What follows belongs to an exercise in optimizing a design on an open flow for a short achievable clock period and few clock cycles; a production flow would make more cautious choices. At most, simulation tests tie the RTL to the original design; equivalence was not proved. Function not checked in run 1: the RTL went through the layout flow alone. Power figures rest on the tool's default switching activity, not on a simulated workload.

==> flow/design.v (outline; a module is shown in full before it is edited, if it fits) <==
// module GND: 3 lines
// module VCC: 3 lines
// module INV: 3 lines
// module AND2: 3 lines
// module OR2: 3 lines
// module XOR2: 3 lines
// module ADC32: 8 lines
// module xor32: 7 lines
// module nor32: 7 lines
// module srl32: 7 lines
// module or_bit_32: 6 lines
// module SignalExt_32: 5 lines
// module or32: 7 lines
// module and32: 6 lines
// module mux8to1_32: 24 lines
// module mux4to1_5: 17 lines
// module mux4to1_32: 17 lines
// module mux2to1_32: 8 lines
// module Ext_32: 5 lines
// module Ext_32_Unsigned: 5 lines
// module PC_Minus_4: 4 lines
// module REG32: 10 lines
// module Regs: 15 lines
// module CoPorcessor0: 14 lines
// module ctrl: 197 lines
// module alu_MUSER_Muliti_CPU: 64 lines
// module Data_path_MUSER_Muliti_CPU: 218 lines
// module Muliti_CPU: 118 lines
// module zpc_mips: 221 lines
module zpc_mips(
    input         clk,
    input         reset,
    input  [31:0] Data_in,
    input         INT_KBD,
    input         INT_CNT,
    output [31:0] Addr_out,
    output [31:0] Data_out,
    output        mem_w
);
  // ...
==> flow/flow/run.sh <==
#!/bin/bash
# Standard layout (the standard.sh, unchanged synthesis), with a larger
# setup margin for ORFS's timing repair so that it keeps improving the
# critical paths beyond the 11 ns constraint.
set -uo pipefail
MARGIN=$(cat flow/margin.txt 2>/dev/null || echo 7)
bash standard.sh SETUP_SLACK_MARGIN=$MARGIN finish > make_finish.log 2>&1
status=$?
cp -r orfs/logs orfs_logs_copy 2>/dev/null || true
exit $status
==> flow/flow/margin.txt <==
7.5
==> flow/standard.sh <==
#!/bin/bash
# synth_recipe.tcl (not shown) runs the flow's synth.tcl, then flattens the netlist and writes it again
# the make line also repeats each setting of config.mk as NAME=value (left out here)
make -C /OpenROAD-flow-scripts/flow DESIGN_CONFIG=/design/flow/config.mk WORK_HOME=/design/flow/orfs CLKGATE_MAP_FILE= SYNTH_SCRIPT=/design/flow/synth_recipe.tcl "${@:-finish}"
==> flow/config.mk <==
export PLATFORM = sky130hd
export DESIGN_NAME = zpc_mips
export DESIGN_NICKNAME = zpc_mips
export VERILOG_FILES = /design/flow/design.v
export SDC_FILE = /design/flow/constraint.sdc
export NUM_CORES = 4
export LEC_CHECK = 0
export ABC_CLOCK_PERIOD_IN_PS = 3000
export CAP_MARGIN = 20
export CORE_MARGIN = 2
export CORE_UTILIZATION = 40
export SLEW_MARGIN = 20
==> flow/constraint.sdc <==
create_clock -name core_clock -period 11.0 [get_ports {clk}]
set_input_delay 2.2000 -clock core_clock [delete_from_list [all_inputs] [get_ports {clk}]]
set_output_delay 2.2000 -clock core_clock [all_outputs]
set_load 0.01 [all_outputs]
==> impl_metrics.ini, run 1 <==
[status]
status = did not finish
lastStage = global routing
error = [ERROR GRT-0232] Routing congestion too high. Check the congestion heatmap in the GUI.

[clocking]
numCtsBuffers = 282
cts_root_buf = clkbuf_16
cts_resized = 2193
clk_path_buf_depth = 4
clkSinkCount = 2457
hold_buffers = 0

[die]
rows = 203
initial_core_util_pct = 40.10
fp.dieW_um = 557.0

[synth]
ys.flop_type = edfxtp_1
synth_xor_area_share_pct = 1.461
synth.most_common_cell = edfxtp_1
synth_async_sr_flop_share_pct = 4.192
ys_top_cells_by_area = edfxtp_1 (58%), mux4_2 (5.7%), a21oi_1 (4.1%)
synth_top_area_share_pct = 57.66
netlist_instances = 10040
seq_area_frac_synth_pct = 59.85
synthSimpleGateAreaFrac_pct = 9.116
synth_area_um2 = 122300
synth_area_per_cell_um2 = 12.18
synth_edf_count = 2349
synth_seq_cells = 2457

[place]
port-buffer-count = 100
dpl.hpwl_um = 361000
place_congestion = 1.047

[global_routing]
grt_usage_pct = 48.42
busiest_layer = met2
grt_util_met3_pct = 34.99
==> module zpc_mips, before the edit <==
module zpc_mips(
    input         clk,
    input         reset,
    input  [31:0] Data_in,
    input         INT_KBD,
    input         INT_CNT,
    output [31:0] Addr_out,
    output [31:0] Data_out,
    output        mem_w
);
  integer k;
  reg  [31:0] A;         
  reg  [31:0] Dout;      
  reg         wr;        
  reg         bfetch;    
  reg         bload;     
  reg  [4:0]  ld_rd;     
  reg  [31:0] nf;        
  assign Addr_out = A;
  assign Data_out = Dout;
  assign mem_w    = wr;
  reg  [31:0] rf   [1:31];
  reg  [31:1] rf_ok;      
  reg  [31:0] cp0  [0:31];
  reg  [31:0] c0_ok;      
  reg         inh;        
  reg         kbd_r, cnt_r;
  reg         vd;
  reg  [31:0] IRd;
  reg  [31:0] pc4d;
  wire [5:0]  op  = IRd[31:26];
  wire [4:0]  rs  = IRd[25:21];
  wire [4:0]  rt  = IRd[20:16];
  wire [4:0]  rd  = IRd[15:11];
  wire [5:0]  fn  = IRd[5:0];
  wire [15:0] imm = IRd[15:0];
  wire [31:0] simm = {{16{imm[15]}}, imm};
  wire [31:0] zimm = {16'h0, imm};
  wire d_r     = op == 6'h00;
  wire d_jr    = d_r && fn == 6'h08;
  wire d_sys   = d_r && fn == 6'h0c;
  wire d_alur  = d_r && !d_jr && !d_sys;
  wire d_lw    = op == 6'h23;
  wire d_sw    = op == 6'h2b;
  wire d_beq   = op == 6'h04;
  wire d_bne   = op == 6'h05;
  wire d_jal   = op == 6'h03;
  wire d_addi  = op == 6'h08;
  wire d_addiu = op == 6'h09;
  wire d_slti  = op == 6'h0a;
  wire d_andi  = op == 6'h0c;
  wire d_ori   = op == 6'h0d;
  wire d_xori  = op == 6'h0e;
  wire d_lui   = op == 6'h0f;
  wire d_c0    = op == 6'h10;
  wire d_mfc0  = d_c0 && rs == 5'd0;
  wire d_mtc0  = d_c0 && rs == 5'd4;
  wire d_eret  = d_c0 && rs != 5'd0 && rs != 5'd4 && fn == 6'h18;
  wire d_unimp = d_c0 && rs != 5'd0 && rs != 5'd4 && fn != 6'h18;
  wire        d_we = d_alur | d_addi | d_addiu | d_slti | d_andi | d_ori |
                     d_xori | d_lui | d_mfc0 | d_jal;
  wire [4:0]  d_wa = d_jal ? 5'd31 : (d_alur ? rd : rt);
  wire d_s_sub = d_alur && fn == 6'h22;
  wire d_s_and = (d_alur && fn == 6'h24) || d_andi;
  wire d_s_or  = (d_alur && fn == 6'h25) || d_ori;
  wire d_s_nor = d_alur && fn == 6'h27;
  wire d_s_xor = (d_alur && fn == 6'h16) || d_xori;
  wire d_s_slt = (d_alur && fn == 6'h2a) || d_slti;
  wire d_s_srl = d_alur && fn == 6'h02;
  wire d_s_x   = d_lui || d_jal || d_mfc0;
  wire d_s_add = !(d_s_sub | d_s_and | d_s_or | d_s_nor | d_s_xor | d_s_slt |
                   d_s_srl | d_s_x);
  wire d_br   = d_beq | d_bne;
  wire d_pred = d_br && (rs == rt ? d_beq : d_bne);
  wire [31:0] d_btgt = pc4d + {simm[29:0], 2'b00};
  reg         ve;
  reg  [31:0] pc4e, opA, opB, opX, btgt;
  reg  [4:0]  e_rs, e_rt, e_wa, e_rd;
  reg         e_we, e_xr;
  reg         e_lw, e_sw, e_mem, e_br, e_beq, e_pred, e_jr, e_sys, e_exc, e_eret, e_mtc0;
  reg         s_add, s_sub, s_and, s_or, s_nor, s_xor, s_slt, s_srl, s_x;
  wire stallE   = bload && ld_rd != 5'd0 && (ld_rd == e_rs || ld_rd == e_rt);
  wire take_int = ve && (kbd_r | cnt_r) && !inh;
  wire goE      = ve && !stallE && !take_int;
  wire [31:0] sum  = opA + opX;
  wire [31:0] diff = opA - opX;
  wire        ge   = opA >= opX;
  wire [31:0] ewd  = ({32{s_add}} & sum) |
                     ({32{s_sub}} & diff) |
                     ({32{s_and}} & (opA & opX)) |
                     ({32{s_or }} & (opA | opX)) |
                     ({32{s_nor}} & ~(opA | opX)) |
                     ({32{s_xor}} & (opA ^ opX)) |
                     ({32{s_slt}} & {31'h0, ge}) |
                     ({32{s_srl}} & {1'b0, opA[31:1]}) |
                     ({32{s_x  }} & opX);
  wire        ewe  = goE && e_we;
  wire eq     = opA == opB;
  wire taken  = e_beq ? eq : !eq;
  wire mispr  = goE && e_br && (taken != e_pred);
  wire selSum = goE && (e_mem || e_jr);           
  wire redirO = take_int || (goE && (e_exc || e_eret));
  wire redirE = redirO || mispr || (goE && e_jr);
  wire memE   = goE && e_mem;
  wire [31:0] cp0_12 = c0_ok[12] ? cp0[12] : 32'h0;
  wire advD   = vd && (!ve || goE);               
  wire redirD = advD && d_pred;
  wire takeF  = bfetch && (!vd || advD);          
  wire accF   = takeF && !redirE && !redirD;
  wire [31:0] a4 = A + 32'd4;
  wire        fj = Data_in[31:27] == 5'b00001;    
  wire [31:0] fnext = fj ? {a4[31:28], Data_in[25:0], 2'b00} : a4;
  wire [31:0] rfA = (rs != 5'd0 && rf_ok[rs]) ? rf[rs] : 32'h0;
  wire [31:0] rfB = (rt != 5'd0 && rf_ok[rt]) ? rf[rt] : 32'h0;
  wire        eA  = ewe && e_wa != 5'd0 && e_wa == rs;
  wire        eB  = ewe && e_wa != 5'd0 && e_wa == rt;
  wire        lA  = bload && ld_rd != 5'd0 && ld_rd == rs;
  wire        lB  = bload && ld_rd != 5'd0 && ld_rd == rt;
  wire [31:0] vA0 = lA ? Data_in : rfA;
  wire [31:0] vB0 = lB ? Data_in : rfB;
  wire [31:0] vA  = eA ? ewd : vA0;
  wire [31:0] vB  = eB ? ewd : vB0;
  wire [31:0] c0r = (goE && e_mtc0 && e_rd == rd) ? opB :
                    (c0_ok[rd] ? cp0[rd] : 32'h0);
  wire [31:0] vX0 = d_r    ? vB0 :
                    d_lui  ? {imm, 16'h0} :
                    d_jal  ? pc4d :
                    d_mfc0 ? c0r :
                    d_addiu ? zimm : simm;
  wire [31:0] vX  = (d_r && eB) ? ewd : vX0;
  reg [31:0] nextA;
  always @(*) begin
    if (selSum)                   nextA = sum;
    else if (mispr)               nextA = taken ? btgt : pc4e;
    else if (take_int || (goE && e_exc)) nextA = 32'h28;
    else if (goE && e_eret)       nextA = cp0_12;
    else if (redirD)              nextA = d_btgt;
    else if (bfetch)              nextA = takeF ? fnext : A;
    else                          nextA = nf;
  end
  always @(posedge clk or posedge reset) begin
    if (reset) begin
      A <= 32'h0; wr <= 1'b0; bfetch <= 1'b1; bload <= 1'b0;
      vd <= 1'b0; ve <= 1'b0;
    end else begin
      A <= nextA;
      wr <= memE && e_sw;
      bload <= memE && e_lw;
      bfetch <= !memE;
      vd <= !redirE && (accF || (vd && !advD));
      ve <= !redirE && (advD || (ve && !goE));
    end
  end
  always @(posedge clk) begin
    if (memE) begin
      ld_rd <= e_rt; Dout <= opB;
      if (!redirD && !takeF && bfetch) nf <= A;
      else if (redirD) nf <= d_btgt;
      else if (bfetch) nf <= fnext;
    end else if (!bfetch && redirD) begin
      nf <= d_btgt;
    end
    if (takeF) begin IRd <= Data_in; pc4d <= a4; end
    if (advD) begin
      pc4e <= pc4d; opA <= vA; opB <= vB; opX <= vX; btgt <= d_btgt;
      e_rs <= rs; e_rt <= rt; e_wa <= d_wa; e_rd <= rd; e_we <= d_we; e_xr <= d_r;
      e_lw <= d_lw; e_sw <= d_sw; e_mem <= d_lw | d_sw; e_br <= d_br; e_beq <= d_beq;
      e_pred <= d_pred; e_jr <= d_jr; e_sys <= d_sys; e_exc <= d_sys | d_unimp;
      e_eret <= d_eret; e_mtc0 <= d_mtc0;
      s_add <= d_s_add; s_sub <= d_s_sub; s_and <= d_s_and; s_or <= d_s_or;
      s_nor <= d_s_nor; s_xor <= d_s_xor; s_slt <= d_s_slt; s_srl <= d_s_srl;
      s_x <= d_s_x;
    end else if (stallE) begin
      if (ld_rd == e_rs) opA <= Data_in;
      if (ld_rd == e_rt) opB <= Data_in;
      if (ld_rd == e_rt && e_xr) opX <= Data_in;
    end
  end
  always @(posedge clk) begin
    for (k = 1; k < 32; k = k + 1)
      if (ewe && e_wa == k) rf[k] <= ewd;
      else if (bload && ld_rd == k) rf[k] <= Data_in;
  end
  always @(posedge clk or posedge reset) begin
    if (reset) rf_ok <= 31'h0;
    else
      for (k = 1; k < 32; k = k + 1)
        if ((ewe && e_wa == k) || (bload && ld_rd == k)) rf_ok[k] <= 1'b1;
  end
  wire c0exc = take_int || (goE && e_exc);
  reg  [2:0] cause;
  always @(*) begin
    if (kbd_r)      cause = 3'd0;
    else if (cnt_r) cause = 3'd4;
    else if (e_sys) cause = 3'd1;
    else            cause = 3'd2;
  end
  always @(posedge clk) begin
    if (c0exc) begin
      cp0[12] <= take_int ? pc4e - 32'd4 : pc4e;
      cp0[13] <= {29'h0, cause};
      cp0[14] <= 32'h0;
    end else if (goE && e_mtc0) begin
      cp0[e_rd] <= opB;
    end
  end
  always @(posedge clk or posedge reset) begin
    if (reset) begin
      c0_ok <= 32'h0; inh <= 1'b0; kbd_r <= 1'b0; cnt_r <= 1'b0;
    end else begin
      kbd_r <= INT_KBD; cnt_r <= INT_CNT;
      if (c0exc) begin
        c0_ok[12] <= 1'b1; c0_ok[13] <= 1'b1; c0_ok[14] <= 1'b1;
      end else if (goE && e_mtc0) begin
        c0_ok[e_rd] <= 1'b1;
      end
      if (take_int || (goE && e_sys)) inh <= 1'b1;
      else if (goE && e_eret) inh <= 1'b0;
    end
  end
endmodule
==> run 2, diff against run 1 <==
--- a/flow/design.v
+++ b/flow/design.v
@@ -826,6 +826,9 @@
   reg         bload;     
   reg  [4:0]  ld_rd;     
   reg  [31:0] nf;        
+  reg         w_we;      
+  reg  [4:0]  w_wa;
+  reg  [31:0] w_d;
   assign Addr_out = A;
   assign Data_out = Dout;
   assign mem_w    = wr;
@@ -895,8 +898,7 @@
   wire [31:0] sum  = opA + opX;
   wire [31:0] diff = opA - opX;
   wire        ge   = opA >= opX;
-  wire [31:0] ewd  = ({32{s_add}} & sum) |
-                     ({32{s_sub}} & diff) |
+  wire [31:0] ewo  = ({32{s_sub}} & diff) |
                      ({32{s_and}} & (opA & opX)) |
                      ({32{s_or }} & (opA | opX)) |
                      ({32{s_nor}} & ~(opA | opX)) |
@@ -904,6 +906,7 @@
                      ({32{s_slt}} & {31'h0, ge}) |
                      ({32{s_srl}} & {1'b0, opA[31:1]}) |
                      ({32{s_x  }} & opX);
+  wire [31:0] ewd  = s_add ? sum : ewo;
   wire        ewe  = goE && e_we;
   wire eq     = opA == opB;
   wire taken  = e_beq ? eq : !eq;
@@ -920,41 +923,59 @@
   wire [31:0] a4 = A + 32'd4;
   wire        fj = Data_in[31:27] == 5'b00001;    
   wire [31:0] fnext = fj ? {a4[31:28], Data_in[25:0], 2'b00} : a4;
-  wire [31:0] rfA = (rs != 5'd0 && rf_ok[rs]) ? rf[rs] : 32'h0;
-  wire [31:0] rfB = (rt != 5'd0 && rf_ok[rt]) ? rf[rt] : 32'h0;
+  reg  [31:0] rsOH, rtOH, rdOH;
+  reg  [31:0] rfA, rfB, c0v;
+  always @(*) begin
+    rfA = 32'h0; rfB = 32'h0; c0v = 32'h0;
+    for (k = 1; k < 32; k = k + 1) begin
+      rfA = rfA | ({32{rsOH[k] & rf_ok[k]}} & rf[k]);
+      rfB = rfB | ({32{rtOH[k] & rf_ok[k]}} & rf[k]);
+    end
+    for (k = 0; k < 32; k = k + 1)
+      c0v = c0v | ({32{rdOH[k] & c0_ok[k]}} & cp0[k]);
+  end
   wire        eA  = ewe && e_wa != 5'd0 && e_wa == rs;
   wire        eB  = ewe && e_wa != 5'd0 && e_wa == rt;
   wire        lA  = bload && ld_rd != 5'd0 && ld_rd == rs;
   wire        lB  = bload && ld_rd != 5'd0 && ld_rd == rt;
-  wire [31:0] vA0 = lA ? Data_in : rfA;
-  wire [31:0] vB0 = lB ? Data_in : rfB;
+  wire        wA  = w_we && w_wa == rs;
+  wire        wB  = w_we && w_wa == rt;
+  wire [31:0] vA0 = lA ? Data_in : (wA ? w_d : rfA);
+  wire [31:0] vB0 = lB ? Data_in : (wB ? w_d : rfB);
   wire [31:0] vA  = eA ? ewd : vA0;
   wire [31:0] vB  = eB ? ewd : vB0;
   wire [31:0] c0r = (goE && e_mtc0 && e_rd == rd) ? opB :
-                    (c0_ok[rd] ? cp0[rd] : 32'h0);
+                    c0v;
   wire [31:0] vX0 = d_r    ? vB0 :
                     d_lui  ? {imm, 16'h0} :
                     d_jal  ? pc4d :
                     d_mfc0 ? c0r :
                     d_addiu ? zimm : simm;
   wire [31:0] vX  = (d_r && eB) ? ewd : vX0;
-  reg [31:0] nextA;
+  wire        excE  = take_int || (goE && e_exc);
+  wire        eretE = goE && e_eret;
+  reg  [31:0] restA;
   always @(*) begin
-    if (selSum)                   nextA = sum;
-    else if (mispr)               nextA = taken ? btgt : pc4e;
-    else if (take_int || (goE && e_exc)) nextA = 32'h28;
-    else if (goE && e_eret)       nextA = cp0_12;
-    else if (redirD)              nextA = d_btgt;
-    else if (bfetch)              nextA = takeF ? fnext : A;
-    else                          nextA = nf;
+    if (excE)         restA = 32'h28;
+    else if (eretE)   restA = cp0_12;
+    else if (redirD)  restA = d_btgt;
+    else if (bfetch)  restA = takeF ? a4 : A;
+    else              restA = nf;
+  end
+  wire        useJ  = bfetch && takeF && !excE && !eretE && !redirD && fj;
+  wire [31:0] fA    = useJ ? {a4[31:28], Data_in[25:0], 2'b00} : restA;
+  wire [31:0] mtgt  = taken ? btgt : pc4e;
+  wire [31:0] nextA = selSum ? sum : (mispr ? mtgt : fA);
+  always @(posedge clk) begin
+    A  <= reset ? 32'h0 : nextA;
+    wr <= !reset && memE && e_sw;
+    Dout <= opB; ld_rd <= e_rt;
   end
   always @(posedge clk or posedge reset) begin
     if (reset) begin
-      A <= 32'h0; wr <= 1'b0; bfetch <= 1'b1; bload <= 1'b0;
+      bfetch <= 1'b1; bload <= 1'b0;
       vd <= 1'b0; ve <= 1'b0;
     end else begin
-      A <= nextA;
-      wr <= memE && e_sw;
       bload <= memE && e_lw;
       bfetch <= !memE;
       vd <= !redirE && (accF || (vd && !advD));
@@ -963,14 +984,18 @@
   end
   always @(posedge clk) begin
     if (memE) begin
-      ld_rd <= e_rt; Dout <= opB;
       if (!redirD && !takeF && bfetch) nf <= A;
       else if (redirD) nf <= d_btgt;
       else if (bfetch) nf <= fnext;
     end else if (!bfetch && redirD) begin
       nf <= d_btgt;
     end
-    if (takeF) begin IRd <= Data_in; pc4d <= a4; end
+    if (takeF) begin
+      IRd <= Data_in; pc4d <= a4;
+      rsOH <= 32'h1 << Data_in[25:21];
+      rtOH <= 32'h1 << Data_in[20:16];
+      rdOH <= 32'h1 << Data_in[15:11];
+    end
     if (advD) begin
       pc4e <= pc4d; opA <= vA; opB <= vB; opX <= vX; btgt <= d_btgt;
       e_rs <= rs; e_rt <= rt; e_wa <= d_wa; e_rd <= rd; e_we <= d_we; e_xr <= d_r;
@@ -986,16 +1011,22 @@
       if (ld_rd == e_rt && e_xr) opX <= Data_in;
     end
   end
+  wire        rwe = bload || w_we;
+  wire [4:0]  rwa = bload ? ld_rd : w_wa;
+  wire [31:0] rwd = bload ? Data_in : w_d;
   always @(posedge clk) begin
+    w_d <= ewd; w_wa <= e_wa;
     for (k = 1; k < 32; k = k + 1)
-      if (ewe && e_wa == k) rf[k] <= ewd;
-      else if (bload && ld_rd == k) rf[k] <= Data_in;
+      if (rwe && rwa == k) rf[k] <= rwd;
   end
   always @(posedge clk or posedge reset) begin
-    if (reset) rf_ok <= 31'h0;
-    else
+    if (reset) begin
+      rf_ok <= 31'h0; w_we <= 1'b0;
+    end else begin
+      w_we <= ewe && e_wa != 5'd0;
       for (k = 1; k < 32; k = k + 1)
-        if ((ewe && e_wa == k) || (bload && ld_rd == k)) rf_ok[k] <= 1'b1;
+        if (rwe && rwa == k) rf_ok[k] <= 1'b1;
+    end
   end
   wire c0exc = take_int || (goE && e_exc);
   reg  [2:0] cause;
==> impl_metrics.ini, run 2 <==
[status]
status = finished clean

[detailed_routing]
vias = 89570
drt_iter0_drc = 17590
ant_nets = 0
wire_per_inst_um = 42.86
avgViaCountPerCell = 7.155
first_pass_iters = 11
drcViolationCount = 0
wirelength_um = 536600

[critical_path]
worstPathArrival_ns = 4.44
worst-setup-path-type = flip-flop to flip-flop
endpoint_kind = flip-flop
cp.required_ns = 11.60
regToRegSetupSlack_ns = 7.17
crit_fanout = 3
start_kind = flip-flop

[power]
leakagePower_nw = 45.06
ir_drop_uv = 190.4
pwr_density_cell_nw_per_um2 = 309.5

[synth]
ys.flop_type = edfxtp_1
ys_top_cells_by_area = edfxtp_1 (64%), a22oi_1 (5.1%), a221oi_1 (2.7%)
yosys.cell_types.count = 113
synth_adder_area_share_pct = 1.506
synth_xor_area_share_pct = 1.544
synth_area_per_cell_um2 = 13.76
synth_async_sr_flop_share_pct = 2.748
synth_largest_area_cell = edfxtp_1
synth_compound_area_share_pct = 16.80
synth_edf_count = 2406
synth_top_family_by_area = compound AO/OA/AOI/OAI gates
synth_common_cells = edfxtp_1 (2406), a22oi_1 (771), clkbuf_1 (500), nor2_1 (419), a221oi_1 (346)
netlist_instances = 8200
yosysWarnings = 2
synth_fp_nets = 8370
synth.most_common_cell = edfxtp_1
synth_top_area_share_pct = 64.03
synth_area_um2 = 112800
synth_seq_cells = 2584
synthSimpleGateAreaFrac_pct = 8.162
seq_area_frac_synth_pct = 67.51
synthMuxAreaShare_pct = 1.690

[sta]
fin_ws_ns = 7.167
fin_tns_setup_ns = 0
final_max_slew_viol_count = 0
holdWs_ns = 0.3919
rsz0062_at_grt = yes
period_minus_slack_ns = 3.833
tightestPinTransition_ns = 1.237
fin_crit_sh_pct = 34.84
slew_headroom_pct = 17.53
hold_viol_final = 0
fmaxAchievable_mhz = 260.9
setup_viol = 0
skew_ns = 0.05804

[clocking]
clkSinkCount = 2584
clk_path_buf_depth = 4
clk_pin_slew_worst_paths_ns = 0.07
cts_tree = built
cts_max_level = 5
numCtsBuffers = 279
worstSkewPairLatency_ns = 0.91
cts_root_buf = clkbuf_16

[place]
port-buffer-count = 100
place_area_um2 = 119200
dp_slack_ns = 4.905
dp_cells = 11700
dpl.hpwl_um = 304800
place_congestion = 1.010

[finish]
synthToLayoutAreaGrowth_pct = 18.57
regMostFlops = cp0
final_area_um2 = 133800
layout_commonest_cell = edfxtp_1
top_regs = cp0 x1024, rf x992
final_cell_mix = edfxtp_1 (2406), a22oi_1 (771), buf_4 (456)
largest_reg_flops = 1024
drive_gt1_share_pct = 20.81
nNetsFinal = 8725
stdcell_count = 12520

[global_routing]
grt_pass1_wl_um = 713600
grt-ovfl-total = 0
grt_usage_pct = 36.13
antenna_found_initial = 28
grt_start_max_net_pins = 72
grt_pass1_vias = 83620

[die]
core_um2 = 279900
die_height_um = 535.1
fp.dieW_um = 535.1
dieArea_um2 = 286300
ios = 101
rows = 194
initial_core_util_pct = 40.31

[job]
drv_cap = 0

[hold_path]
hp-class = flip-flop to flip-flop
[run 2: changes by cell type after synthesis, moves of 66 or more]
cell	previous run	this run
a21oi_1	1014	290
nor2_1	1093	419
a22oi_1	303	771
nand2_1	660	303
mux4_2	308	0
o21ai_0	482	214
clkbuf_1	748	500
nand4_1	143	256
dfxtp_1	5	107
and2_1	76	161
nand3_1	148	216
mux2i_1	190	123
nor3_1	98	164
[run 2: area by class of cell]
cell class	instances	area, µm²
tap	3724	4659
fill	24110	146100
multi-input combinational	4821	36820
clock buffer	369	7690
antenna	20	50.05
timing repair buffer	698	6350
clock inverter	131	1195
inverter	171	661.9
sequential	2584	76350
[run 2: worst paths after layout]
kind                              start         to  depth (start not counted)
worst min-delay path            e_rt[4]   ld_rd[4]                          0
worst max-delay path             opA[0]    opX[12]                         16
max in group asynchronous         reset  c0_ok[20]                          4
worst min register to register  e_rt[4]   ld_rd[4]                          0
worst max register to register   opA[0]    opX[12]                         16
min in group asynchronous         reset  rf_ok[17]                          3
[run 2: per-layer routing]
metal | global-route usage, % | routed length (µm) | vias up
li1 | - | - | 33920
met1 | 42.96 | 175500 | 44580
met2 | 54.97 | 233100 | 8498
met3 | 10.62 | 73390 | 2559
met4 | 28.33 | 54400 | 19
met5 | 0.1499 | 224 | -
[run 2: kinds of logic after synthesis]
logic type / Yosys count
AO/OA/AOI/OAI: 2505
flip-flops: 2584
adder cells (fa/ha/maj): 134
multiplexers: 182
AND/OR/NAND/NOR: 1796
XOR/XNOR: 198
buffers and inverters: 801
[run 2: critical path: stages (launching register included)]
cell and delay [ns]:
edfxtp_1 0.42, inv_2 0.08, ha_4 0.17, fa_2 0.35, or2_4 0.25, a221oi_2 0.24
buf_4 0.17, buf_6 0.11, o21ai_4 0.08, a21oi_2 0.20, a211o_1 0.16, o22ai_1 0.11
a211oi_4 0.26, buf_12 0.16, o211ai_1 0.08, buf_4 0.21, o211ai_1 0.49
[run 2: through the flow]
| step | util [%] | total power, mW |
|---|---|---|
| after floorplan | - | 21.78 |
| after global placement | 42.57 | 28.45 |
| after detailed placement | 42.58 | 28.58 |
| after CTS | 47.14 | 39.58 |
| after global routing | 47.78 | 42.02 |
| final | 47.80 | 41.41 |
[run 2: power breakdown]
part / switching (mW) / internal (mW)
clock: 3.99 / 5.40
combinational: 11.8 / 5.39
sequential: 1.23 / 13.6
total: 17.0 / 24.4
[run 2: repair_timing]
| item | in CTS | in global routing |
|---|---|---|
| setup buffers | 194 | 89 |
| gates cloned | 9 | 2 |
| endpoints found under the hold margin | 0 | 0 |
| hold buffers | 0 | 0 |
| setup endpoints to repair | 1655 | 1047 |
| pin swaps | 118 | 126 |
| resized for setup | 892 | 266 |
Testbench counts of run 2, summed over its fixed seeds: cycles 35,998.
==> run 3, diff against run 2 <==
--- a/flow/design.v
+++ b/flow/design.v
@@ -820,6 +820,7 @@
 );
   integer k;
   reg  [31:0] A;         
+  reg  [31:0] Aout;      
   reg  [31:0] Dout;      
   reg         wr;        
   reg         bfetch;    
@@ -829,7 +830,7 @@
   reg         w_we;      
   reg  [4:0]  w_wa;
   reg  [31:0] w_d;
-  assign Addr_out = A;
+  assign Addr_out = Aout;
   assign Data_out = Dout;
   assign mem_w    = wr;
   reg  [31:0] rf   [1:31];
@@ -839,6 +840,9 @@
   reg         inh;        
   reg         kbd_r, cnt_r;
   reg         vd;
+  reg  [31:0] rap;       
+  reg  [31:0] pcd, d_bt;
+  reg         d_bh;
   reg  [31:0] IRd;
   reg  [31:0] pc4d;
   wire [5:0]  op  = IRd[31:26];
@@ -884,10 +888,11 @@
   wire d_s_add = !(d_s_sub | d_s_and | d_s_or | d_s_nor | d_s_xor | d_s_slt |
                    d_s_srl | d_s_x);
   wire d_br   = d_beq | d_bne;
-  wire d_pred = d_br && (rs == rt ? d_beq : d_bne);
+  reg  d_pred, d_jrp, d_jmp;
   wire [31:0] d_btgt = pc4d + {simm[29:0], 2'b00};
   reg         ve;
   reg  [31:0] pc4e, opA, opB, opX, btgt;
+  reg  [31:0] cA, cB, cX;    
   reg  [4:0]  e_rs, e_rt, e_wa, e_rd;
   reg         e_we, e_xr;
   reg         e_lw, e_sw, e_mem, e_br, e_beq, e_pred, e_jr, e_sys, e_exc, e_eret, e_mtc0;
@@ -895,9 +900,11 @@
   wire stallE   = bload && ld_rd != 5'd0 && (ld_rd == e_rs || ld_rd == e_rt);
   wire take_int = ve && (kbd_r | cnt_r) && !inh;
   wire goE      = ve && !stallE && !take_int;
-  wire [31:0] sum  = opA + opX;
-  wire [31:0] diff = opA - opX;
-  wire        ge   = opA >= opX;
+  wire [31:0] sum, diff;
+  wire        ge;                                 
+  wire        sum_co;
+  ks_add32 u_sum  (.a(opA), .b(opX),  .cin(1'b0), .s(sum),  .cout(sum_co));
+  ks_add32 u_diff (.a(opA), .b(~opX), .cin(1'b1), .s(diff), .cout(ge));
   wire [31:0] ewo  = ({32{s_sub}} & diff) |
                      ({32{s_and}} & (opA & opX)) |
                      ({32{s_or }} & (opA | opX)) |
@@ -911,16 +918,37 @@
   wire eq     = opA == opB;
   wire taken  = e_beq ? eq : !eq;
   wire mispr  = goE && e_br && (taken != e_pred);
-  wire selSum = goE && (e_mem || e_jr);           
+  wire jrok   = opA == btgt && opX == 32'h0;
+  wire jrbad  = goE && e_jr && !jrok;
+  wire selSum = goE && e_mem || jrbad;            
   wire redirO = take_int || (goE && (e_exc || e_eret));
-  wire redirE = redirO || mispr || (goE && e_jr);
+  wire redirE = redirO || mispr || jrbad;
   wire memE   = goE && e_mem;
   wire [31:0] cp0_12 = c0_ok[12] ? cp0[12] : 32'h0;
   wire advD   = vd && (!ve || goE);               
-  wire redirD = advD && d_pred;
+  wire d_redir  = d_pred || d_jrp;
+  wire wrongBTB = d_bh && !d_redir;
+  wire redirD   = advD && (d_redir ? !d_bh : wrongBTB);
+  wire [31:0] d_jtgt = {pc4d[31:28], IRd[25:0], 2'b00};
+  wire [31:0] tgtD = wrongBTB ? (d_jmp ? d_jtgt : pc4d) : (d_jrp ? rap : d_btgt);
   wire takeF  = bfetch && (!vd || advD);          
   wire accF   = takeF && !redirE && !redirD;
   wire [31:0] a4 = A + 32'd4;
+  localparam NB = 8;
+  reg  [NB-1:0] bv, bjr;
+  reg  [31:2]   btag [0:NB-1];
+  reg  [31:2]   btt  [0:NB-1];
+  reg  [2:0]    bptr;
+  reg           bhit, bhjr;
+  reg  [31:2]   bt;
+  always @(*) begin
+    bhit = 1'b0; bhjr = 1'b0; bt = 30'h0;
+    for (k = 0; k < NB; k = k + 1)
+      if (bv[k] && btag[k] == A[31:2]) begin
+        bhit = 1'b1; bhjr = bhjr | bjr[k]; bt = bt | btt[k];
+      end
+  end
+  wire [31:0] bpred = bhjr ? rap : {bt, 2'b00};
   wire        fj = Data_in[31:27] == 5'b00001;    
   wire [31:0] fnext = fj ? {a4[31:28], Data_in[25:0], 2'b00} : a4;
   reg  [31:0] rsOH, rtOH, rdOH;
@@ -958,24 +986,31 @@
   always @(*) begin
     if (excE)         restA = 32'h28;
     else if (eretE)   restA = cp0_12;
-    else if (redirD)  restA = d_btgt;
+    else if (redirD)  restA = tgtD;
     else if (bfetch)  restA = takeF ? a4 : A;
     else              restA = nf;
   end
-  wire        useJ  = bfetch && takeF && !excE && !eretE && !redirD && fj;
-  wire [31:0] fA    = useJ ? {a4[31:28], Data_in[25:0], 2'b00} : restA;
+  wire        useF  = bfetch && takeF && !excE && !eretE && !redirD;
+  wire        useB  = useF && bhit;
+  wire        useJ  = useF && !bhit && fj;
+  wire [31:0] fA    = useJ ? {a4[31:28], Data_in[25:0], 2'b00} : (useB ? bpred : restA);
   wire [31:0] mtgt  = taken ? btgt : pc4e;
   wire [31:0] nextA = selSum ? sum : (mispr ? mtgt : fA);
   always @(posedge clk) begin
-    A  <= reset ? 32'h0 : nextA;
+    Aout <= reset ? 32'h0 : nextA;
     wr <= !reset && memE && e_sw;
     Dout <= opB; ld_rd <= e_rt;
   end
   always @(posedge clk or posedge reset) begin
     if (reset) begin
-      bfetch <= 1'b1; bload <= 1'b0;
-      vd <= 1'b0; ve <= 1'b0;
+      A <= 32'h0; bfetch <= 1'b1; bload <= 1'b0;
+      vd <= 1'b0; ve <= 1'b0; rap <= 32'h0; bv <= {NB{1'b0}}; bptr <= 3'd0;
     end else begin
+      if (redirD && d_redir) begin
+        bv[bptr] <= 1'b1; bv[bptr + 3'd1] <= 1'b0; bptr <= bptr + 3'd1;
+      end
+      if (advD && d_jal) rap <= pc4d;
+      A <= nextA;
       bload <= memE && e_lw;
       bfetch <= !memE;
       vd <= !redirE && (accF || (vd && !advD));
@@ -983,21 +1018,28 @@
     end
   end
   always @(posedge clk) begin
+    btag[bptr] <= pcd[31:2]; btt[bptr] <= d_btgt[31:2]; bjr[bptr] <= d_jrp;
+  end
+  always @(posedge clk) begin
     if (memE) begin
       if (!redirD && !takeF && bfetch) nf <= A;
-      else if (redirD) nf <= d_btgt;
-      else if (bfetch) nf <= fnext;
+      else if (redirD) nf <= tgtD;
+      else if (bfetch) nf <= bhit ? bpred : fnext;
     end else if (!bfetch && redirD) begin
-      nf <= d_btgt;
+      nf <= tgtD;
     end
     if (takeF) begin
-      IRd <= Data_in; pc4d <= a4;
+      IRd <= Data_in; pc4d <= a4; pcd <= A; d_bh <= bhit; d_bt <= bpred;
+      d_jrp  <= Data_in[31:26] == 6'h00 && Data_in[5:0] == 6'h08;
+      d_jmp  <= Data_in[31:27] == 5'b00001;
+      d_pred <= Data_in[31:27] == 5'b00010 &&
+                (Data_in[25:21] == Data_in[20:16] ? !Data_in[26] : Data_in[26]);
       rsOH <= 32'h1 << Data_in[25:21];
       rtOH <= 32'h1 << Data_in[20:16];
       rdOH <= 32'h1 << Data_in[15:11];
     end
     if (advD) begin
-      pc4e <= pc4d; opA <= vA; opB <= vB; opX <= vX; btgt <= d_btgt;
+      pc4e <= pc4d; cA <= vA; cB <= vB; cX <= vX; btgt <= d_jrp ? (d_bh ? d_bt : rap) : d_btgt;
       e_rs <= rs; e_rt <= rt; e_wa <= d_wa; e_rd <= rd; e_we <= d_we; e_xr <= d_r;
       e_lw <= d_lw; e_sw <= d_sw; e_mem <= d_lw | d_sw; e_br <= d_br; e_beq <= d_beq;
       e_pred <= d_pred; e_jr <= d_jr; e_sys <= d_sys; e_exc <= d_sys | d_unimp;
@@ -1005,11 +1047,10 @@
       s_add <= d_s_add; s_sub <= d_s_sub; s_and <= d_s_and; s_or <= d_s_or;
       s_nor <= d_s_nor; s_xor <= d_s_xor; s_slt <= d_s_slt; s_srl <= d_s_srl;
       s_x <= d_s_x;
-    end else if (stallE) begin
-      if (ld_rd == e_rs) opA <= Data_in;
-      if (ld_rd == e_rt) opB <= Data_in;
-      if (ld_rd == e_rt && e_xr) opX <= Data_in;
     end
+    opA <= !(stallE && ve) ? vA : (ld_rd == e_rs ? Data_in : cA);
+    opB <= !(stallE && ve) ? vB : (ld_rd == e_rt ? Data_in : cB);
+    opX <= !(stallE && ve) ? vX : (ld_rd == e_rt && e_xr ? Data_in : cX);
   end
   wire        rwe = bload || w_we;
   wire [4:0]  rwa = bload ? ld_rd : w_wa;
@@ -1060,3 +1101,31 @@
     end
   end
 endmodule
+module ks_add32(
+    input  [31:0] a,
+    input  [31:0] b,
+    input         cin,
+    output [31:0] s,
+    output        cout
+);
+  wire [31:0]  p0 = a ^ b;
+  wire [191:0] G, P;
+  assign G[31:0] = (a & b) | {31'h0, p0[0] & cin};
+  assign P[31:0] = p0;
+  genvar l, i;
+  generate
+    for (l = 0; l < 5; l = l + 1) begin : lvl
+      for (i = 0; i < 32; i = i + 1) begin : bt
+        if (i >= (1 << l)) begin : pg
+          assign G[32*(l+1)+i] = G[32*l+i] | (P[32*l+i] & G[32*l+i-(1<<l)]);
+          assign P[32*(l+1)+i] = P[32*l+i] & P[32*l+i-(1<<l)];
+        end else begin : pt
+          assign G[32*(l+1)+i] = G[32*l+i];
+          assign P[32*(l+1)+i] = P[32*l+i];
+        end
+      end
+    end
+  endgenerate
+  assign s    = p0 ^ {G[190:160], cin};
+  assign cout = G[191];
+endmodule
--- a/flow/config.mk
+++ b/flow/config.mk
@@ -8,5 +8,5 @@
 export ABC_CLOCK_PERIOD_IN_PS = 3000
 export CAP_MARGIN = 20
 export CORE_MARGIN = 2
-export CORE_UTILIZATION = 40
+export CORE_UTILIZATION = 55
 export SLEW_MARGIN = 20
==> impl_metrics.ini, run 3 <==
[status]
status = finished clean

[detailed_routing]
drcViolationCount = 0
vias = 114500
ant_nets = 0
wirelength_um = 672000
avgViaCountPerCell = 7.706
drt_iter0_drc = 24950
wire_per_inst_um = 45.22
first_pass_iters = 13

[hold_path]
hp-class = flip-flop to flip-flop

[die]
fp.dieW_um = 516.1
initial_core_util_pct = 55.14
core_um2 = 261600
rows = 188
dieArea_um2 = 266400
die_height_um = 516.1
ios = 101

[finish]
drive_gt1_share_pct = 23.12
largest_reg_flops = 1024
synthToLayoutAreaGrowth_pct = 19.63
top_regs = cp0 x1024, rf x992
final_area_um2 = 172500
ff_latch_area_um2 = 96850
regMostFlops = cp0
multi_input_area_um2 = 49880
layout_commonest_cell = edfxtp_1
final_cell_mix = edfxtp_1 (2954), a22oi_1 (628), buf_4 (547)
n_fill_cell = 18820
nNetsFinal = 11210

[synth]
synth_common_cells = edfxtp_1 (2954), a22oi_1 (636), clkbuf_1 (629), nor2_1 (511), nand2_1 (452)
synth_seq_cells = 3311
seq_area_frac_synth_pct = 66.96
synth_async_sr_flop_share_pct = 4.410
yosysWarnings = 2
ys_top_cells_by_area = edfxtp_1 (62%), a22oi_1 (3.3%), dfxtp_1 (2.9%)
yosys.cell_types.count = 97
synth_fp_nets = 10740
synth_largest_area_cell = edfxtp_1
synth.most_common_cell = edfxtp_1
synth_area_per_cell_um2 = 13.65
synth_area_um2 = 144200
synth_top_area_share_pct = 61.50
netlist_instances = 10570
ys.flop_type = edfxtp_1
synth_edf_count = 2954

[global_routing]
grt_usage_pct = 49.00
grt_pass1_wl_um = 891600
antenna_found_initial = 56
grt_pass1_vias = 105700
grt-ovfl-total = 0
grt_start_max_net_pins = 78

[clocking]
clkSinkCount = 3311
clk_path_buf_depth = 4
cts_max_level = 5
numCtsBuffers = 347
clk_pin_slew_worst_paths_ns = 0.06
cts_tree = built
worstSkewPairLatency_ns = 1.01
hold_buffers = 0
cts_root_buf = clkbuf_16

[sta]
hold_viol_final = 0
holdWs_ns = 0.3883
final_max_slew_viol_count = 0
fin_ws_ns = 7.173
skew_ns = 0.08394
fin_crit_sh_pct = 34.79
tightestPinTransition_ns = 1.235
setup_viol = 0
fin_tns_setup_ns = 0
period_minus_slack_ns = 3.827
slew_headroom_pct = 17.65
rsz0062_at_grt = yes
fmaxAchievable_mhz = 261.3

[power]
ir_drop_uv = 233.2
pwr_density_cell_nw_per_um2 = 326.4
leakagePower_nw = 59.72

[critical_path]
crit_slowest_cell = or4b_4
critPathTopFamily = compound AO/OA/AOI/OAI gates
cp.required_ns = 11.78
worstPathArrival_ns = 4.61
cp_cell_sequence = inv_4 > ha_4 > fa_2 > o21ba_4 > o311a_4 > a211oi_4 > o31a_1 > o21a_1 > o21ai_2 > nand3_2 > mux2_4 > or4b_4 > a31oi_1
cpPeakStageDelay_ns = 0.64
worst-setup-path-type = flip-flop to flip-flop
crit_fanout = 7
crit_buf_inv = 1
start_kind = flip-flop
endpoint_kind = flip-flop

[place]
dpl.hpwl_um = 406600
dp_slack_ns = 5.572
place_area_um2 = 150600
place_congestion = 1.060
port-buffer-count = 100

[job]
drv_cap = 0
run 3: kinds of logic after synthesis:
logic type / Yosys count / synth area share, %
flops: 3311 / 66.96
buf+inv: 989 / 2.647
mux: 344 / 2.517
xor+xnor: 487 / 2.977
simple gates: 2404 / 8.448
compound gates: 2891 / 15.22
fa+ha+maj: 140 / 1.230
run 3: timing repair:
item / 4_1_cts / 5_1_grt
gates cloned: 21 / 6
setup endpoints to repair: 2185 / 1298
buffers inserted: 249 / 130
pin swaps: 179 / 200
gates resized for setup: 1325 / 514
run 3: worst paths after layout:
path                            startpoint        to  slack (ns)  cells after the start
worst max-delay path                opA[0]    cX[30]        7.17                     13
worst min-delay path               e_rt[0]  ld_rd[0]        0.39                      0
worst max register to register      opA[0]    cX[30]        7.17                     13
worst min register to register     e_rt[0]  ld_rd[0]        0.39                      0
max in group asynchronous            reset     bload        8.08                      4
min in group asynchronous            reset     A[10]        1.92                      3
run 3: cell type report:
class                   count  area share [%]
well taps                3515           2.549
inverters                 207          0.4793
flip-flops and latches   3311           56.13
diodes                     22         0.03191
multi-input cells        6273           28.91
clock inverters           203           1.324
repair buffers            896           5.230
clock buffers             435           5.348
run 3: worst reg2reg max path: cells and delay by family (launching register included):
family	cells	cell delay [ns]
buf+inv	1	0.04
fa+ha+maj	2	0.51
compound gates	7	1.66
flops	1	0.37
simple gates	2	0.75
mux	1	0.30
run 3: stage by stage:
stage | power, mW | cells | utilization (%)
3_5_place_dp | 39.11 | 13800 | 57.58
5_1_grt | 57.03 | 14840 | 65.95
4_1_cts | 53.45 | 14700 | 64.58
6_report | 56.31 | 14860 | 65.97
3_3_place_gp | 38.93 | 13790 | 57.55
2_1_floorplan | 29.69 | 10570 | -
run 3: where the power goes:
part | switching [mW] | internal [mW]
combinational | 16.2 | 7.56
sequential | 2.13 | 18.3
clock | 5.21 | 6.89
total | 23.6 | 32.7
run 3: routing by layer:
layer	global-route usage, %	share of wire [%]	vias up
li1	-	-	43210
met1	62.84	33	56270
met2	69.64	41	11780
met3	17.17	16	3218
met4	34.17	9.3	54
met5	0.1442	0.066	-
Testbench counts of run 3, summed over its fixed seeds: cycles 34,120.
==> run 4, diff against run 3 <==
--- a/flow/config.mk
+++ b/flow/config.mk
@@ -9,4 +9,6 @@
 export CAP_MARGIN = 20
 export CORE_MARGIN = 2
 export CORE_UTILIZATION = 55
+export CTS_CLUSTER_DIAMETER = 80
+export CTS_CLUSTER_SIZE = 20
 export SLEW_MARGIN = 20
==> impl_metrics.ini, run 4 <==
[synth]
netlist_instances = 10570
ys.flop_type = edfxtp_1
ys_top_cells_by_area = edfxtp_1 (62%), a22oi_1 (3.3%), dfxtp_1 (2.9%)
synth_largest_area_cell = edfxtp_1
synth_fp_nets = 10740
yosys.cell_types.count = 97
synth_common_cells = edfxtp_1 (2954), a22oi_1 (636), clkbuf_1 (629), nor2_1 (511), nand2_1 (452)
synth_top_area_share_pct = 61.50
synth_seq_cells = 3311
synth.most_common_cell = edfxtp_1
synth_edf_count = 2954
synth_async_sr_flop_share_pct = 4.410
seq_area_frac_synth_pct = 66.96
yosysWarnings = 2
synth_area_per_cell_um2 = 13.65
synth_area_um2 = 144200

[clocking]
cts_max_level = 4
cts_root_buf = clkbuf_16
clkSinkCount = 3311
cts_tree = built
hold_buffers = 0
numCtsBuffers = 202
clk_pin_slew_worst_paths_ns = 0.09
worstSkewPairLatency_ns = 1.01
clk_path_buf_depth = 4

[place]
dpl.hpwl_um = 406600
port-buffer-count = 100
place_congestion = 1.060
dp_slack_ns = 5.572
dp_cells = 13800

[critical_path]
crit_fanout = 7
cp.required_ns = 11.77
worst-setup-path-type = flip-flop to flip-flop
worstPathArrival_ns = 4.61
endpoint_kind = flip-flop
start_kind = flip-flop

[sta]
fin_crit_sh_pct = 34.86
setup_viol = 0
slew_headroom_pct = 13.93
period_minus_slack_ns = 3.834
final_max_slew_viol_count = 0
skew_ns = 0.09149
tightestPinTransition_ns = 1.278
hold_viol_final = 0
rsz0062_at_grt = yes
fmaxAchievable_mhz = 260.8
fin_ws_ns = 7.166
fin_tns_setup_ns = 0

[die]
die_height_um = 516.1
initial_core_util_pct = 55.14
fp.dieW_um = 516.1
core_um2 = 261600
ios = 101
dieArea_um2 = 266400
rows = 188

[detailed_routing]
drt_iter0_drc = 24750
avgViaCountPerCell = 7.785
ant_nets = 0
first_pass_iters = 13
vias = 113200
wirelength_um = 667300
drcViolationCount = 0
wire_per_inst_um = 45.88

[finish]
regMostFlops = cp0
top_regs = cp0 x1024, rf x992
final_util_pct = 63.66
nNetsFinal = 11020
final_cell_mix = edfxtp_1 (2954), a22oi_1 (628), buf_4 (516)
synthToLayoutAreaGrowth_pct = 15.45
largest_reg_flops = 1024
stdcell_count = 14540
drive_gt1_share_pct = 20.79
layout_commonest_cell = edfxtp_1

[power]
ir_drop_uv = 184.6
p_clk_share_pct = 15.6
power.internal_mw = 29.34
p_comb_share_pct = 45.2
power.switching_mw = 22.73
finalPower_mw = 52.07
pwr_density_cell_nw_per_um2 = 312.7
seqPwrFrac_pct = 39.2
p_sw_share_pct = 43.65
leakagePower_nw = 56.70

[status]
status = finished clean

[hold_path]
hp-class = flip-flop to flip-flop

[global_routing]
grt-ovfl-total = 0
grt_pass1_wl_um = 883400
antenna_found_initial = 58
grt_pass1_vias = 103800
grt_start_max_net_pins = 78
grt_usage_pct = 48.63

[job]
drv_cap = 0
-- run 4: logic make-up after synthesis --
logic type / Yosys count / share of synthesized area (%)
flops: 3311 / 66.96
compound gates: 2891 / 15.22
simple gates: 2404 / 8.448
buf+inv: 989 / 2.647
xor+xnor: 487 / 2.977
mux: 344 / 2.517
fa+ha+maj: 140 / 1.230
-- run 4: per-stage QoR --
step | hold slack (ns) | instance area [µm²]
final | 0.3952 | 166500
after detailed placement | 0.3743 | 150600
after floorplan | 0.3673 | 144400
after global placement | 0.3709 | 150500
after CTS | 0.3942 | 162700
after global routing | 0.4028 | 166500
-- run 4: path summary, 6_finish.rpt --
kind	start	to	slack [ns]	cells after the start
worst max-delay path	opA[0]	cX[30]	7.17	13
worst min-delay path	e_rt[0]	ld_rd[0]	0.40	0
worst max register to register	opA[0]	cX[30]	7.17	13
worst min register to register	e_rt[0]	ld_rd[0]	0.40	0
max in group asynchronous	reset	rf_ok[31]	8.08	4
min in group asynchronous	reset	A[5]	1.90	3
-- run 4: final cells by class --
type | instances | area [µm²]
inverters | 207 | 830.8
flip-flops and latches | 3311 | 96850
diodes | 32 | 80.08
fillers | 19470 | 95050
clock inverters | 44 | 595.6
repair buffers | 845 | 8422
clock buffers | 316 | 5585
multi-input cells | 6274 | 49760
well taps | 3515 | 4398
-- run 4: metal layers --
| layer | vias to the layer above | wire length [µm] | track usage, % |
|---|---|---|---|
| li1 | 42690 | - | - |
| met1 | 55980 | 223300 | 62.40 |
| met2 | 11540 | 277800 | 69.52 |
| met3 | 2984 | 106700 | 17.47 |
| met4 | 44 | 58990 | 32.20 |
| met5 | - | 422 | 0 |
-- run 4: power by group through the flow --
stage          sequential [mW]  combinational, mW  clock, mW
3_5_place_dp              20.6               18.5          0
3_3_place_gp              20.6               18.4          0
2_1_floorplan             19.8               9.92          0
6_report                  20.4               23.5       8.13
5_1_grt                   20.5               23.8       8.46
4_1_cts                   20.3               20.8       8.05
-- run 4: critical path, cell delays in order (launching register included) --
cell and delay (ns):
dfxtp_4 0.37, inv_4 0.04, ha_4 0.15, fa_2 0.35
o21ba_4 0.21, o311a_4 0.35, a211oi_4 0.35, o31a_1 0.30
o21a_1 0.18, o21ai_2 0.06, nand3_2 0.11, mux2_4 0.30
or4b_4 0.65, a31oi_1 0.21
-- run 4: repair_timing --
action / CTS / global route
pin swaps: 151 / 182
endpoints found under the setup margin: 2195 / 1027
gates cloned: 21 / 9
endpoints found under the hold margin: 0 / 0
buffers inserted: 200 / 126
resized for setup: 1258 / 520
==> run 5, diff against run 4 <==
--- a/flow/config.mk
+++ b/flow/config.mk
@@ -8,7 +8,5 @@
 export ABC_CLOCK_PERIOD_IN_PS = 3000
 export CAP_MARGIN = 20
 export CORE_MARGIN = 2
-export CORE_UTILIZATION = 55
-export CTS_CLUSTER_DIAMETER = 80
-export CTS_CLUSTER_SIZE = 20
+export CORE_UTILIZATION = 40
 export SLEW_MARGIN = 20
==> impl_metrics.ini, run 5 <==
[status]
status = finished clean

[clocking]
worstSkewPairLatency_ns = 0.99
cts_max_level = 5
hold_buffers = 0
clkSinkCount = 3311
cts_root_buf = clkbuf_16
clk_pin_slew_worst_paths_ns = 0.06
clk_path_buf_depth = 4
numCtsBuffers = 348
cts_tree = built

[critical_path]
crit_fanout = 16
cpPeakStageDelay_ns = 0.56
endpoint_kind = flip-flop
cp.required_ns = 11.83
cp_cell_sequence = buf_12 > xnor2_1 > nand3_1 > nor2_1 > and3_4 > buf_12 > a22oi_1 > and3_4 > buf_12 > mux2_4 > a221oi_2 > o221ai_2 > and2_1
worstPathArrival_ns = 4.61
crit_top_cell = buf_12
crit_slowest_cell = dfrtp_4
worst-setup-path-type = flip-flop to flip-flop
start_kind = flip-flop
critPathTopFamily = simple AND/OR/NAND/NOR gates
crit_buf_inv = 3

[synth]
synth_common_cells = edfxtp_1 (2954), a22oi_1 (636), clkbuf_1 (629), nor2_1 (511), nand2_1 (452)
synth_area_per_cell_um2 = 13.65
netlist_instances = 10570
synth_edf_count = 2954
synth_seq_cells = 3311
synth_top_area_share_pct = 61.50
synth_area_um2 = 144200
synth_async_sr_flop_share_pct = 4.410
ys_top_cells_by_area = edfxtp_1 (62%), a22oi_1 (3.3%), dfxtp_1 (2.9%)
synth.most_common_cell = edfxtp_1
seq_area_frac_synth_pct = 66.96
yosysWarnings = 2
yosys.cell_types.count = 97
synth_fp_nets = 10740
ys.flop_type = edfxtp_1
synth_largest_area_cell = edfxtp_1

[finish]
multi_input_area_um2 = 49340
layout_commonest_cell = edfxtp_1
n_fill_cell = 30950
largest_reg_flops = 1024
final_cell_mix = edfxtp_1 (2954), a22oi_1 (628), buf_4 (557)
synthToLayoutAreaGrowth_pct = 19.89
regMostFlops = cp0
final_util_pct = 48.18
top_regs = cp0 x1024, rf x992
drive_gt1_share_pct = 22.26
nNetsFinal = 11160
ff_latch_area_um2 = 96920

[die]
dieArea_um2 = 365400
rows = 220
ios = 101
die_height_um = 604.5
fp.dieW_um = 604.5
initial_core_util_pct = 40.18
core_um2 = 358900

[job]
drv_cap = 0

[sta]
fin_tns_setup_ns = 0
fin_crit_sh_pct = 34.36
hold_viol_final = 0
fmaxAchievable_mhz = 264.6
rsz0062_at_grt = yes
fin_ws_ns = 7.220
final_max_slew_viol_count = 0
setup_viol = 0
tightestPinTransition_ns = 1.190
skew_ns = 0.05707
slew_headroom_pct = 20.12
period_minus_slack_ns = 3.780

[detailed_routing]
drt_iter0_drc = 23200
wire_per_inst_um = 42.16
ant_nets = 0
avgViaCountPerCell = 7.028
vias = 113100
wirelength_um = 678200
first_pass_iters = 9
drcViolationCount = 0

[hold_path]
hp-class = flip-flop to flip-flop

[place]
place_congestion = 1.000
dp_slack_ns = 5.231
dpl.hpwl_um = 398800
port-buffer-count = 100

[power]
pwr_density_cell_nw_per_um2 = 323.1
ir_drop_uv = 192.1
leakagePower_nw = 59.17

[global_routing]
grt_pass1_vias = 105500
grt_usage_pct = 35.85
grt-ovfl-total = 0
antenna_found_initial = 44
grt_start_max_net_pins = 130
grt_pass1_wl_um = 904400
-- run 5: cell count changes in the layout (fill, tap and decap cells not counted), sizes merged, moves of 3 or more --
cell / change
clkdlybuf4s15: +5
clkinv: +111
dlygate4sd2: -3
clkbuf: +142
inv: -7
clkinvlp: +12
bufinv: +24
-- run 5: area by class of cell --
type | count | area share, %
Antenna cell | 30 | 0.04341
Clock buffer | 462 | 5.538
Clock inverter | 184 | 1.108
Inverter | 207 | 0.4696
Multi-Input combinational cell | 6276 | 28.53
Sequential cell | 3311 | 56.05
Tap cell | 4773 | 3.454
Timing Repair Buffer | 842 | 4.810
-- run 5: path summary, 6_finish.rpt --
| kind | start | slack, ns | endpoint | depth (start not counted) |
|---|---|---|---|---|
| max | A[13] | 7.22 | Aout[16] | 13 |
| min | e_rt[1] | 0.39 | ld_rd[1] | 0 |
| max reg2reg | A[13] | 7.22 | Aout[16] | 13 |
| min reg2reg | e_rt[1] | 0.39 | ld_rd[1] | 0 |
| max in group asynchronous | reset | 7.89 | rf_ok[10] | 4 |
| min in group asynchronous | reset | 1.92 | cnt_r | 3 |
-- run 5: logic make-up (layout without fill, tap and decap cells) --
kind of cell    Yosys count  count (layout)  synth area share, %
compound gates         2891            2894                15.22
xor+xnor                487             487                2.977
fa+ha+maj               140             140                1.230
buf+inv                 989            1695                2.647
flops                  3311            3311                66.96
mux                     344             344                2.517
other cells               0              30                    0
simple gates           2404            2411                8.448
-- run 5: per-stage QoR --
stage | instances | cell area (µm²) | hold slack [ns] | total power, mW
finish | 16090 | 172900 | 0.3899 | 55.86
global route | 16060 | 172900 | 0.4071 | 56.84
CTS | 15940 | 170100 | 0.3901 | 53.56
detailed placement | 15070 | 152300 | 0.3779 | 39.41
global placement | 15060 | 152200 | 0.3761 | 39.21
floorplan | 10570 | 144400 | 0.3673 | 29.69
-- run 5: repair_timing --
action	in CTS	in global routing
endpoints found under the setup margin	2121	878
setup buffers	206	107
gates resized for setup	1294	376
gates cloned	24	4
pin swaps	131	125
endpoints found under the hold margin	0	0
-- run 5: where the power goes --
group	internal (mW)	total, mW	switching, mW	leakage [nW]
Combinational	7.29	23.4	16.1	22.5
Sequential	18.3	20.4	2.09	31.1
Clock	6.84	12.1	5.25	5.60
-- run 5: per-layer routing --
metal | wire length [µm] | track usage [%] | vias up
met5 | 401 | 0.3397 | -
met1 | 236200 | 45.28 | 56480
li1 | - | - | 43140
met2 | 286100 | 52.77 | 10580
met3 | 95960 | 11.09 | 2841
met4 | 59480 | 24.38 | 21

-- re-timing with driven ports --
No port has a modelled driver above. Below, the same layouts with a new extraction and two added sets of constraints. Step 1 sets driving cells, clkbuf_16 on the clock port and buf_2 on the other inputs (assumed; they add their load-dependent delay and slew). Step 2 adds t to the input delays and takes it off the output delays; t is the mean of the earliest and latest rising clock arrival at the registers after step 1. Input paths then give back, and output paths get back, about the clock's delay inside the block. a / b / c = ideal ports / drivers / drivers and shift; a / b = the first two.
| run | shift t [ns] | slack for setup (ns) | worst setup path at the end |
|---|---|---|---|
| run 2 | 0.981 | 7.167 / 7.167 / 6.390 | input to register |
| run 3 | 1.075 | 7.173 / 7.171 / 6.304 | input to register |
| run 4 | 1.070 | 7.166 / 7.154 / 6.304 | input to register |
| run 5 | 1.069 | 7.220 / 7.146 / 6.418 | input to register |
After both steps every run listed still meets setup and hold. The setup slack of run 3, which loses most, moves by -0.002 ns with the drivers and by -0.869 ns with both steps.
